What follows belongs to an exercise in optimizing a design on an open flow for a short achievable clock period and few clock cycles; a production flow would make more cautious choices. Only simulation tests tie the RTL to the original design; equivalence was not proved. Power is estimated from default activity; no workload was simulated.

// CHIP
module CHIP(clk,
            rst_n,
            mem_wen_D,
            mem_addr_D,
            mem_wdata_D,
            mem_rdata_D,
            mem_addr_I,
            mem_rdata_I);
Size: ~160 I/O pins, about 130000 µm² of cells after synthesis.
clock: 10.0 ns
lec_check: 0
cap_margin: 30
core_margin: 2
core_utilization: 30
place_density: 0.45
slew_margin: 20
synth_hierarchical: 1
standard.sh (not shown) runs the stock make flow with config.mk's settings and CLKGATE_MAP_FILE= SYNTH_SCRIPT=/design/flow/synth_recipe.tcl, a recipe that flattens the netlist after the stock synthesis.
==> flow/flow/run.sh <==
#!/bin/bash
# The standard ORFS layout (standard.sh) with these changes:
#  - synthesis leaves adders to ABC instead of mapping full/half-adder cells first
#    (ADDER_MAP_FILE empty); registers, names and the synthesis script are unchanged;
#  - port buffers are plain buffers (buf_4) rather than the delay cell buffer_ports picks.
# The SDC and every other step are the standard ones. Each make target logs to its own file.
set -euo pipefail
EXTRA='SETUP_SLACK_MARGIN=6.4 MATCH_CELL_FOOTPRINT=0 "BUFFER_PORTS_ARGS=-buffer_cell sky130_fd_sc_hd__buf_4"'
sed -E "s/\"\\\$\\{@:-finish\\}\"/$EXTRA \"\${@:-finish}\"/" standard.sh > my_standard.sh
grep -q "SETUP_SLACK_MARGIN=6.4 MATCH_CELL_FOOTPRINT=0" my_standard.sh
sed -E "s/\"\\\$\\{@:-finish\\}\"/ADDER_MAP_FILE= \"\${@:-finish}\"/" standard.sh > synth_standard.sh
grep -q "ADDER_MAP_FILE= " synth_standard.sh
bash synth_standard.sh synth > log_synth.txt 2>&1
for t in floorplan place cts route finish; do
  bash my_standard.sh $t > log_$t.txt 2>&1
done
Testbench counts at the start, summed over its fixed seeds: cycles 24,322.
Change:
Settings changed: CORE_UTILIZATION 30 to 45, PLACE_DENSITY 0.45 to 0.6.
Effect: Sequential share of layout area went up by 0.25 points; via count is higher by 3.5%; worst hold slack is worse by 24 ps; synthesized area stays the same; clock power went down by 11%; cell area drops by 0.84%; setup slack got worse by 48 ps; utilization goes up by 17 points; clock-buffer cell count decreases by 7; first-iteration DRC count rises by 25%; combinational power goes down by about 4%.

Another version of the RTL of CHIP (not shown whole).
For scale: roughly 14,000 cells after synthesis.
==> flow/config.mk <==
export PLATFORM = sky130hd
export DESIGN_NAME = CHIP
export DESIGN_NICKNAME = CHIP
export VERILOG_FILES = /design/flow/design.v
export SDC_FILE = /design/flow/constraint.sdc
export NUM_CORES = 4
export LEC_CHECK = 0
export CAP_MARGIN = 30
export CORE_MARGIN = 2
export CORE_UTILIZATION = 30
export PLACE_DENSITY = 0.45
export SLEW_MARGIN = 20
export SYNTH_HIERARCHICAL = 1
==> flow/constraint.sdc <==
create_clock -name core_clock -period 10.0 [get_ports {clk}]
set_input_delay 2.0000 -clock core_clock [delete_from_list [all_inputs] [get_ports {clk}]]
set_output_delay 2.0000 -clock core_clock [all_outputs]
set_load 0.01 [all_outputs]
==> flow/flow/run.sh <==
#!/bin/bash
# The standard ORFS layout (standard.sh) with these changes:
#  - synthesis leaves adders to ABC instead of mapping full/half-adder cells first
#    (ADDER_MAP_FILE empty); registers, names and the synthesis script are unchanged;
#  - port buffers are plain buffers (buf_4) rather than the delay cell buffer_ports picks.
# The SDC and every other step are the standard ones. Each make target logs to its own file.
set -euo pipefail
EXTRA='SETUP_SLACK_MARGIN=7 MATCH_CELL_FOOTPRINT=0 "BUFFER_PORTS_ARGS=-buffer_cell sky130_fd_sc_hd__buf_4"'
sed -E "s/\"\\\$\\{@:-finish\\}\"/$EXTRA \"\${@:-finish}\"/" standard.sh > my_standard.sh
grep -q "SETUP_SLACK_MARGIN=7 MATCH_CELL_FOOTPRINT=0" my_standard.sh
sed -E "s/\"\\\$\\{@:-finish\\}\"/ADDER_MAP_FILE= \"\${@:-finish}\"/" standard.sh > synth_standard.sh
grep -q "ADDER_MAP_FILE= " synth_standard.sh
bash synth_standard.sh synth > log_synth.txt 2>&1
for t in floorplan place cts route finish; do
  bash my_standard.sh $t > log_$t.txt 2>&1
done
Testbench counts at the start, summed over its fixed seeds: cycles 24,322.
Next try:
--- a/flow/flow/run.sh
+++ b/flow/flow/run.sh
@@ -7,5 +7,5 @@
 set -euo pipefail
-EXTRA='SETUP_SLACK_MARGIN=7 MATCH_CELL_FOOTPRINT=0 "BUFFER_PORTS_ARGS=-buffer_cell sky130_fd_sc_hd__buf_4"'
+EXTRA='SETUP_SLACK_MARGIN=6.4 MATCH_CELL_FOOTPRINT=0 "BUFFER_PORTS_ARGS=-buffer_cell sky130_fd_sc_hd__buf_4"'
 sed -E "s/\"\\\$\\{@:-finish\\}\"/$EXTRA \"\${@:-finish}\"/" standard.sh > my_standard.sh
-grep -q "SETUP_SLACK_MARGIN=7 MATCH_CELL_FOOTPRINT=0" my_standard.sh
+grep -q "SETUP_SLACK_MARGIN=6.4 MATCH_CELL_FOOTPRINT=0" my_standard.sh
 sed -E "s/\"\\\$\\{@:-finish\\}\"/ADDER_MAP_FILE= \"\${@:-finish}\"/" standard.sh > synth_standard.sh
Effect:
- The new run completed with no timing, DRC or antenna violations
- count of clock-buffer cells in the layout went up by 14
- routed wire length went down by 9.0%
- final cell count went down by 2.2%
- power went down by 4.1%
- flip-flop and latch count does not change
- non-clock buffer count went down by 474

==> what the ideal ports hide <==
How much do the figures lean on ideal ports? The routed layouts below were timed once more, with nothing changed but the port constraints.
Step 1: set_driving_cell puts a clkbuf_16 on clk and a buf_2 on each other input, an assumption about the parent block.
Step 2 moves the port delays by t, midway between the first and last clock arrival at a register: inputs arrive t later, outputs are due t later. That takes back most of the time a late clock gives input paths.
a / b / c = no drivers / after step 1 / after step 2; a / b = the first two.
run	shift t [ns]	setup slack, ns	worst setup path after step 2	worst register clock-pin slew, ns	pins driven straight from the clock port
the first run of note 1	1.040	5.586 / 5.586 / 5.047	input to register	0.08 / 0.08	1
the second run of note 1	0.965	5.537 / 5.537 / 5.085	input to register	0.07 / 0.07	1
the first run of note 2	1.042	6.348 / 5.983 / 4.940	input to register	0.08 / 0.08	1
the second run of note 2	1.043	6.242 / 6.041 / 4.998	input to register	0.07 / 0.07	1
After both steps setup and hold are still met in every run listed. For the first run of note 2, which loses most, drivers alone change the setup slack by -0.365 ns; drivers and shift together by -1.408 ns.
